Background: an optimization exercise with open tools, aiming at small area and a short achievable clock period. Do not read the settings as production practice.
Where RTL was checked, it was by simulation tests only, not by an equivalence proof against the original.
The RTL of run 2 was laid out without a check of its function.
No activity file was given, so power comes from the tool's default toggle rates.

**run.sh**
```bash
#!/bin/bash
# synth_recipe.tcl (not shown) runs the flow's synth.tcl, then flattens the netlist and writes it again
# the make line also repeats each setting of config.mk as NAME=value (left out here)
make -C /OpenROAD-flow-scripts/flow DESIGN_CONFIG=/design/flow/config.mk WORK_HOME=/design/flow/orfs CLKGATE_MAP_FILE= SYNTH_SCRIPT=/design/flow/synth_recipe.tcl finish
```
**config.mk**
```make
export PLATFORM = sky130hd
export DESIGN_NAME = pwm_generator
export DESIGN_NICKNAME = pwm_generator
export VERILOG_FILES = /design/flow/design.v
export SDC_FILE = /design/flow/constraint.sdc
export NUM_CORES = 4
export LEC_CHECK = 0
export CAP_MARGIN = 20
export CORE_MARGIN = 2
export CORE_UTILIZATION = 40
export SLEW_MARGIN = 20
```
**constraint.sdc**
```tcl
create_clock -name core_clock -period 7.0 [get_ports {clk}]
set_input_delay 1.4000 -clock core_clock [delete_from_list [all_inputs] [get_ports {clk}]]
set_output_delay 1.4000 -clock core_clock [all_outputs]
set_load 0.01 [all_outputs]
```
**design.v**
```verilog
`timescale 1ns / 1ps
module pwm_generator #(parameter clk_frequency = 450_000_000)(
    input clk,
    input resetn,
    input [1:0]freq_select,  
    input [7:0] duty_cycle,  
    output reg pwm_out
    );
    localparam freq_1KHz = clk_frequency/1_000;
    localparam freq_10KHz = clk_frequency/10_000;
    localparam freq_50KHz = clk_frequency/50_000;
    localparam freq_100KHz = clk_frequency/100_000;
    localparam counter_width = $clog2(freq_1KHz); 
    reg [counter_width-1:0] period_reg;      
    reg [counter_width-1:0] duty_compare_reg;  
    reg [counter_width-1:0] counter_reg;       
    always@(*)
        begin
            case(freq_select)
            2'b00: period_reg = freq_1KHz;
            2'b01: period_reg = freq_10KHz;
            2'b10: period_reg = freq_50KHz;
            2'b11: period_reg = freq_100KHz;
            default: period_reg = freq_1KHz;
            endcase
        end
      always@(*)
        begin
            duty_compare_reg = ({8'd0, period_reg} * {{counter_width{1'b0}}, duty_cycle}) >> 8;
        end
        always@(posedge clk or negedge resetn)
            begin
                if(!resetn)
                    begin
                        counter_reg <= 0;
                        pwm_out <= 0;
                    end
                 else begin
                         if (counter_reg >= period_reg - 1)
                                counter_reg <= 0;
                         else 
                                counter_reg <= counter_reg + 1;
                        if(counter_reg < duty_compare_reg)
                            pwm_out <=1;
                        else
                            pwm_out <=0;
                    end
           end                     
endmodule
```
==> results of run 1 <==
power breakdown:
part / switching [mW] / internal [mW] / total (mW) / leakage (nW)
Combinational: 1.27 / 1.24 / 2.52 / 3.54
Sequential: 0.0410 / 0.144 / 0.185 / 0.264
Clock: 0.0435 / 0.113 / 0.157 / 0.0511
Total: 1.36 / 1.50 / 2.86 / 3.85
path summary, 6_finish.rpt:
check | from | cells after the start | end | slack [ps]
max in group asynchronous | resetn | 1 | pwm_out | 4780
min | counter_reg[0] | 1 | counter_reg[0] | 480
max | freq_select[0] | 25 | pwm_out | 210
min reg2reg | counter_reg[0] | 1 | counter_reg[0] | 480
max reg2reg | counter_reg[2] | 7 | counter_reg[1] | 4570
min in group asynchronous | resetn | 1 | counter_reg[17] | 1660
synth_stat cells (3+ instances only):
master and number:
nand4_1 8, xnor2_1 18, nand3_1 9, and4_1 3, o31ai_1 3, o21ai_0 19, nor2_1 28, o21bai_1 6
ha_1 97, inv_1 150, dfrtp_1 20, and3_1 5, a21oi_1 42, a21o_1 12, fa_1 73, nor2b_1 9
nor3_1 5, xor2_1 21, and2_1 9, o21ai_1 3, nor4_1 4, nand2b_1 6, clkbuf_1 6, nand2_1 49
logic make-up after synthesis:
kind of cell    Yosys count  share of synthesized area, %
buf+inv                 162                         11.08
fa+ha+maj               170                         47.00
flops                    20                         8.793
compound gates          117                         14.25
mux                       1                        0.1759
xor+xnor                 39                         6.001
other cells               1                       0.06589
simple gates            144                         12.64
area by class of cell:
cell class	count	area, um2
Inverter	150	563.0
Sequential cell	20	500.5
Clock buffer	3	75.07
Fill cell	1313	6730
Timing Repair Buffer	123	960.9
Tap cell	180	225.2
Clock inverter	1	30.03
Multi-Input combinational cell	472	4796
metrics by stage:
step / instance area (um2) / cells / TNS (ps) / util [%] / hold slack, ps
after detailed placement: 6773 / 941 / -641.4 / 48.79 / 481.4
final: 7151 / 949 / 0 / 51.51 / 477.8
after global routing: 7151 / 949 / 0 / 51.51 / 521.6
after CTS: 7076 / 948 / 0 / 50.97 / 489.6
after global placement: 6773 / 941 / -477.4 / 48.79 / 473.5
after floorplan: 5692 / 654 / 0 / - / 441.1
critical path, cell delays in order:
cell	delay, ps
clkdlybuf4s15_1	210
inv_2	70
buf_4	130
ha_1	210
nand2b_1	160
fa_1	460
fa_1	490
inv_1	60
fa_1	530
inv_1	50
fa_1	530
inv_1	70
ha_4	270
a2111oi_4	330
nor3_1	80
buf_4	160
a31oi_4	170
o211a_4	220
buf_4	120
nor4_2	40
a311o_1	270
ha_1	280
and4_4	220
o31ai_1	90
o311a_1	290
routing by layer:
layer | track usage, % | part of all wire [%] | routed length, um
met1 | 27.28 | 46 | 6387
met2 | 32.80 | 49 | 6891
met3 | 2.768 | 3.8 | 530
met4 | 2.770 | 1.3 | 185
met5 | 0 | 0 | 0
what timing repair did:
action | CTS | global route
setup endpoints to repair | 1 | 1
pin swaps | 16 | 10
resized for setup | 38 | 19
buffers inserted | 3 | 1
==> flow_metrics.py, run 1 <==
metrics = {
    "clock_network": {
        "numCtsBuffers": 3,
        "cts.root.buffer_cell": "clkbuf_16",
        "insertion_delay_ps": 250,
        "cts_buffer_depth": 2,
        "cts.sinks": 20,
        "cts_tree": "built",
        "clkTransAtPathRegs_ps": 60,
        "postCtsHoldBufs": 0,
        "cts.htree.levels": 1,
    },
    "drt": {
        "drc": 0,
        "drt-initial-drc-count": 272,
        "vias_per_cell": 5.063,
        "drtPass1Iterations": 5,
        "antenna_left": 0,
        "wirelength_mm": 14.00,
        "vias": 4805,
        "wire_per_inst_um": 14.75,
    },
    "synth": {
        "synthCells": 654,
        "ys_types": 63,
        "synth_area_leaders": "fa_1, ha_1, inv_1",
        "synthArstFlopShare_pct": 100.0,
        "ys_warn_count": 1,
        "synthFlopType": "dfrtp_1",
        "synth_seq_cells": 20,
        "syn_avg_cell_area_um2": 8.703,
        "ys_seq_area_share_pct": 8.793,
        "syn_area_um2": 5692,
        "synthesis.nets": 836,
        "yosys.area.top_type": "fa_1",
        "synth-edff-count": 0,
        "yosysTopAreaCellShare_pct": 25.68,
    },
    "timing": {
        "hold_violations": 0,
        "worst_slew_pin_slew_ps": 904.5,
        "rsz0062_at_grt": "false",
        "period_minus_slack_ps": 6794,
        "finalCritPeriodShare_pct": 97.06,
        "relSlewSlack_pct": 39.51,
        "worst_slack_ps": 205.9,
        "fmax_mhz": 147.2,
        "setup_viol": 0,
        "skew_ps": 3.823,
        "maxSlewViolCount": 0,
    },
    "critical_path": {
        "crit_fanout": 4,
        "required_ps": 7130,
        "cp-start-kind": "input pin",
        "end_kind": "flop",
        "crit_arrival_ps": 6930,
        "crit_type": "in -> reg",
    },
    "floorplan": {
        "io_pins": 13,
        "start_util_pct": 41.00,
        "fp-row-count": 43,
        "coreArea_um2": 13880,
        "die_h_um": 123.3,
        "dieArea_um2": 15200,
        "fp.dieW_um": 123.3,
    },
    "placed_design": {
        "dp_hpwl_mm": 12.21,
        "dpl_worst_slack_ps": -641.4,
        "gp_congestion": 0.9268,
        "portBuffers": 12,
    },
    "layout": {
        "final_common_cell": "inv_1",
        "area_delta_synth_final_pct": 25.63,
        "largest_reg_flops": 19,
        "final_nets": 952,
        "final_cell_mix": "inv_1, buf_4, ha_1, fa_1, nand2_1",
        "antenna_cells": 0,
        "drive_gt1_share_pct": 22.37,
    },
    "grt": {
        "grt_pass1_vias": 4991,
        "grt.total_usage_pct": 19.52,
        "grt_pass1_wl_mm": 23.76,
        "grt_max_degree": 21,
        "grt_antenna_before_repair": 0,
        "grt_overflow": 0,
    },
    "pwr": {
        "p_leak_nw": 3.853,
        "power.total_mw": 2.858,
        "powerDensity_nw_per_um2": 399.7,
        "ir_drop_uv": 256.5,
    },
    "job": {
        "drv_cap": 0,
    },
    "run_status": {
        "status": "finished clean",
    },
    "worst_hold_path": {
        "hp-class": "reg -> reg",
    },
}
==> run 2, diff against run 1 <==
==> design.v (replaced) <==
`timescale 1ns / 1ps
module pwm_generator #(parameter clk_frequency = 450_000_000)(
    input clk,
    input resetn,
    input [1:0] freq_select,
    input [7:0] duty_cycle,
    output reg pwm_out
    );
    reg [7:0] z;    
    reg [6:0] r;    
    reg [4:0] k;    
    wire [5:0] v64 = {z[3:0], 2'b00} + {z[0], 5'b0} + r[5:0];    
    wire [5:0] f   = v64 * 6'd37;
    wire long_seg  = f >= 6'd27;
    wire k17       = k[4] & k[0];
    wire k16       = k[4] & ~k[0];
    wire seg_end   = long_seg ? k17 : k16;
    function [3:0] div10(input [6:0] x);
        div10 = x / 7'd10;
    endfunction
    wire [8:0] w100 = {1'b0, z};
    wire [8:0] w10  = (z > 8'd25) ? 9'h1ff : z[4:0] * 9'd10 + div10(r);
    wire [8:0] w2   = (z > 8'd5)  ? 9'h1ff : z[2:0] * 9'd50 + r[6:1];
    wire [8:0] w1   = (z > 8'd2)  ? 9'h1ff : z[1:0] * 9'd100 + r;
    wire wrap1   = (z > 8'd2)   | (z == 8'd2   & (r > 7'd55 | (r == 7'd55 & k17)));
    wire wrap2   = (z > 8'd5)   | (z == 8'd5   & (r > 7'd11 | (r == 7'd11 & k17)));
    wire wrap10  = (z > 8'd25)  | (z == 8'd25  & (r > 7'd59 | (r == 7'd59 & k17)));
    wire wrap100 = (z == 8'd255) & (r == 7'd99) & k17;
    reg [8:0] w;
    reg wrap;
    always @(*) begin
        case (freq_select)
            2'b00: begin w = w100; wrap = wrap100; end
            2'b01: begin w = w10;  wrap = wrap10;  end
            2'b10: begin w = w2;   wrap = wrap2;   end
            default: begin w = w1; wrap = wrap1;   end
        endcase
    end
    always @(posedge clk or negedge resetn) begin
        if (!resetn) begin
            z <= 0;
            r <= 0;
            k <= 0;
            pwm_out <= 0;
        end else begin
            pwm_out <= {1'b0, duty_cycle} > w;
            if (wrap) begin
                z <= 0;
                r <= 0;
                k <= 0;
            end else if (seg_end) begin
                k <= 0;
                if (r == 7'd99) begin
                    r <= 0;
                    z <= z + 1'b1;
                end else begin
                    r <= r + 1'b1;
                end
            end else begin
                k <= k + 1'b1;
            end
        end
    end
endmodule
==> flow_metrics.py, run 2 <==
metrics = {
    "grt": {
        "grt_pass1_wl_mm": 12.61,
        "grt_max_degree": 22,
        "gr-usage-met3_pct": 2.124,
        "gr-usage-met1_pct": 28.90,
        "grt_overflow": 0,
        "grt_pass1_vias": 2528,
        "use_met2_pct": 33.40,
        "grt_antenna_before_repair": 0,
        "busiest_layer": "met2",
        "grt.total_usage_pct": 20.41,
    },
    "clock_network": {
        "insertion_delay_ps": 270,
        "cts.sinks": 21,
        "cts_setup_buffers": 0,
        "cts.htree.levels": 1,
        "numCtsBuffers": 3,
        "cts.root.buffer_cell": "clkbuf_8",
        "cts_tree": "built",
        "clkTransAtPathRegs_ps": 90,
        "cts_buffer_depth": 2,
        "postCtsHoldBufs": 0,
        "cts_resized": 0,
    },
    "floorplan": {
        "fp.dieW_um": 89.30,
        "start_util_pct": 40.78,
        "io_pins": 13,
        "die_h_um": 89.30,
        "dieArea_um2": 7974,
        "coreArea_um2": 7137,
        "fp-row-count": 31,
    },
    "synth": {
        "synthArstFlopShare_pct": 100.0,
        "synth_seq_cells": 21,
        "syn_avg_cell_area_um2": 8.198,
        "synthFlopType": "dfrtp_1",
        "ys_warn_count": 1,
        "synthCells": 355,
        "ys_seq_area_share_pct": 18.06,
        "ys_types": 60,
        "yosys.area.top_type": "dfrtp_1",
        "synth.most_common_cell": "ha_1",
        "synth_area_leaders": "dfrtp_1, ha_1, xnor2_1",
        "synth_common_cells": "ha_1, nor2_1, nand2_1",
        "synth-edff-count": 0,
        "syn_area_um2": 2910,
        "yosysTopAreaCellShare_pct": 18.06,
        "synthesis.nets": 414,
    },
    "drt": {
        "vias": 2670,
        "wire_per_inst_um": 17.05,
        "antenna_left": 0,
        "wirelength_mm": 7.773,
        "vias_per_cell": 5.855,
        "drt-initial-drc-count": 261,
        "drc": 0,
        "drtPass1Iterations": 4,
    },
    "critical_path": {
        "end_kind": "flop",
        "crit_fanout": 16,
        "cp_top_family": "adder cells",
        "slowest_stage": "dfrtp_1",
        "cp_common_cell": "ha_1",
        "slowest_delay_ps": 710,
        "cp-start-kind": "flop",
        "crit_type": "reg -> reg",
        "crit_chain": "ha_1, ha_1, fa_1, ha_1, ha_1, ha_1, xnor2_1, xnor3_1, xnor2_2, o21a_4, o211ai_4, or4_1, a21oi_1",
        "crit_arrival_ps": 4740,
        "required_ps": 7190,
        "crit_buf_inv": 0,
    },
    "layout": {
        "antenna_cells": 0,
        "area_delta_synth_final_pct": 7.911,
        "final_nets": 417,
        "drive_gt1_share_pct": 3.922,
        "final_cell_mix": "ha_1, nor2_1, nand2_1, inv_1, o21ai_0",
        "design_area_um2": 3141,
        "largest_reg_flops": 8,
        "final_common_cell": "ha_1",
        "fin_cells": 456,
        "fin_util_pct": 44.00,
        "fill_cells": 751,
    },
    "timing": {
        "fmax_mhz": 219.9,
        "relSlewSlack_pct": 37.69,
        "skew_ps": 2.286,
        "worst_slew_pin_slew_ps": 934.6,
        "period_minus_slack_ps": 4547,
        "hold_violations": 0,
        "maxSlewViolCount": 0,
        "rsz0062_at_grt": "false",
        "setup_tns_ps": 0,
        "setup_viol": 0,
        "finalCritPeriodShare_pct": 64.96,
    },
    "placed_design": {
        "placed_cell_area_um2": 3097,
        "dp_cells": 452,
        "portBuffers": 12,
        "gp_congestion": 0.8741,
        "dp_hpwl_mm": 5.873,
    },
    "run_status": {
        "status": "finished clean",
    },
    "pwr": {
        "p_leak_nw": 1.419,
        "switching_power_uw": 136.3,
        "swShare_pct": 37.23,
        "p_int_uw": 229.7,
        "pwr-share-seq_pct": 43.9,
        "powerDensity_nw_per_um2": 116.5,
        "power.total_uw": 366.0,
        "ir_drop_uv": 92.96,
        "p_clk_share_pct": 23.9,
        "comb_power_share_pct": 32.2,
    },
    "job": {
        "drv_cap": 0,
    },
    "worst_hold_path": {
        "hp-class": "reg -> reg",
    },
}
[run 2: through the flow]
stage	hold WS (ps)	setup slack, ps
after floorplan	505.4	2938
after global placement	534.5	2542
after detailed placement	533.8	2407
after CTS	559.6	2431
after global routing	570.5	2157
final	555.4	2453
[run 2: worst paths after layout]
path                        end    from  slack, ps  depth (start not counted)
max                        z[5]    r[3]       2450                         13
min                        k[3]    k[3]        560                          2
max reg2reg                z[5]    r[3]       2450                         13
min reg2reg                k[3]    k[3]        560                          2
max in group asynchronous  r[1]  resetn       5550                          1
min in group asynchronous  z[4]  resetn       1100                          1
[run 2: power by group through the flow]
stage	Combinational (mW)	Sequential, mW	Clock, mW
after CTS	0.119	0.161	0.0899
after global placement	0.117	0.162	0
after global routing	0.134	0.164	0.0954
after detailed placement	0.118	0.163	0
final	0.118	0.161	0.0874
after floorplan	0.0909	0.154	0
[run 2: logic make-up (layout without fill, tap and decap cells)]
group	count (synthesis)	in the layout	share of synthesized area [%]
buffers and inverters	36	38	4.815
AOI/OAI and AO/OA	99	99	23.99
xor gates and xnor gates	32	32	10.36
and+or+nand+nor	117	117	20.25
DFF	21	21	18.06
adders and majority gates	48	48	21.84
muxes	2	2	0.6879
[run 2: layer usage]
metal / vias up / part of all wire, %
li1: 1295 / -
met1: 1300 / 50
met2: 67 / 45
met3: 8 / 3.7
met4: 0 / 1.5
met5: - / 0
[run 2: cell type report]
| cell class | count | area [um2] | share of cell area, % |
|---|---|---|---|
| Inverter | 22 | 82.58 | 2.629 |
| Tap cell | 99 | 123.9 | 3.944 |
| Sequential cell | 21 | 525.5 | 16.73 |
| Clock inverter | 1 | 7.507 | 0.2390 |
| Clock buffer | 3 | 41.29 | 1.315 |
| Timing Repair Buffer | 12 | 115.1 | 3.665 |
| Multi-Input combinational cell | 298 | 2245 | 71.47 |
[run 2: worst min-delay path, cell delays in order, from the launching register on]
cell and delay [ps]:
dfrtp_1 370, xor2_1 70, nor2_1 80

[afterwards: timing with drivers on the ports]
The flow's constraints put no driver on any port. The routed layouts listed below were extracted and timed again, unchanged, in two steps. Step 1: set_driving_cell puts a clkbuf_16 on clk and a buf_2 on each other input, an assumption about the parent block. Step 2 adds t to the input delays and takes it off the output delays; t is the mean of the earliest and latest rising clock arrival at the registers after step 1. Input paths then give back, and output paths get back, about the clock's delay inside the block. a / b / c = no drivers / after step 1 / after step 2; a / b = the first two.
run	t (ns)	slack for setup (ns)	hold WS [ns]
run 1	0.277	0.206 / 0.197 / -0.080	0.478 / 0.478 / 0.478
run 2	0.295	2.452 / 2.452 / 2.324	0.555 / 0.555 / 0.555
With both steps, setup timing fails in run 1, where it was met with ideal ports. The setup slack of run 1, which loses most, moves by -0.009 ns with the drivers and by -0.286 ns with both steps.
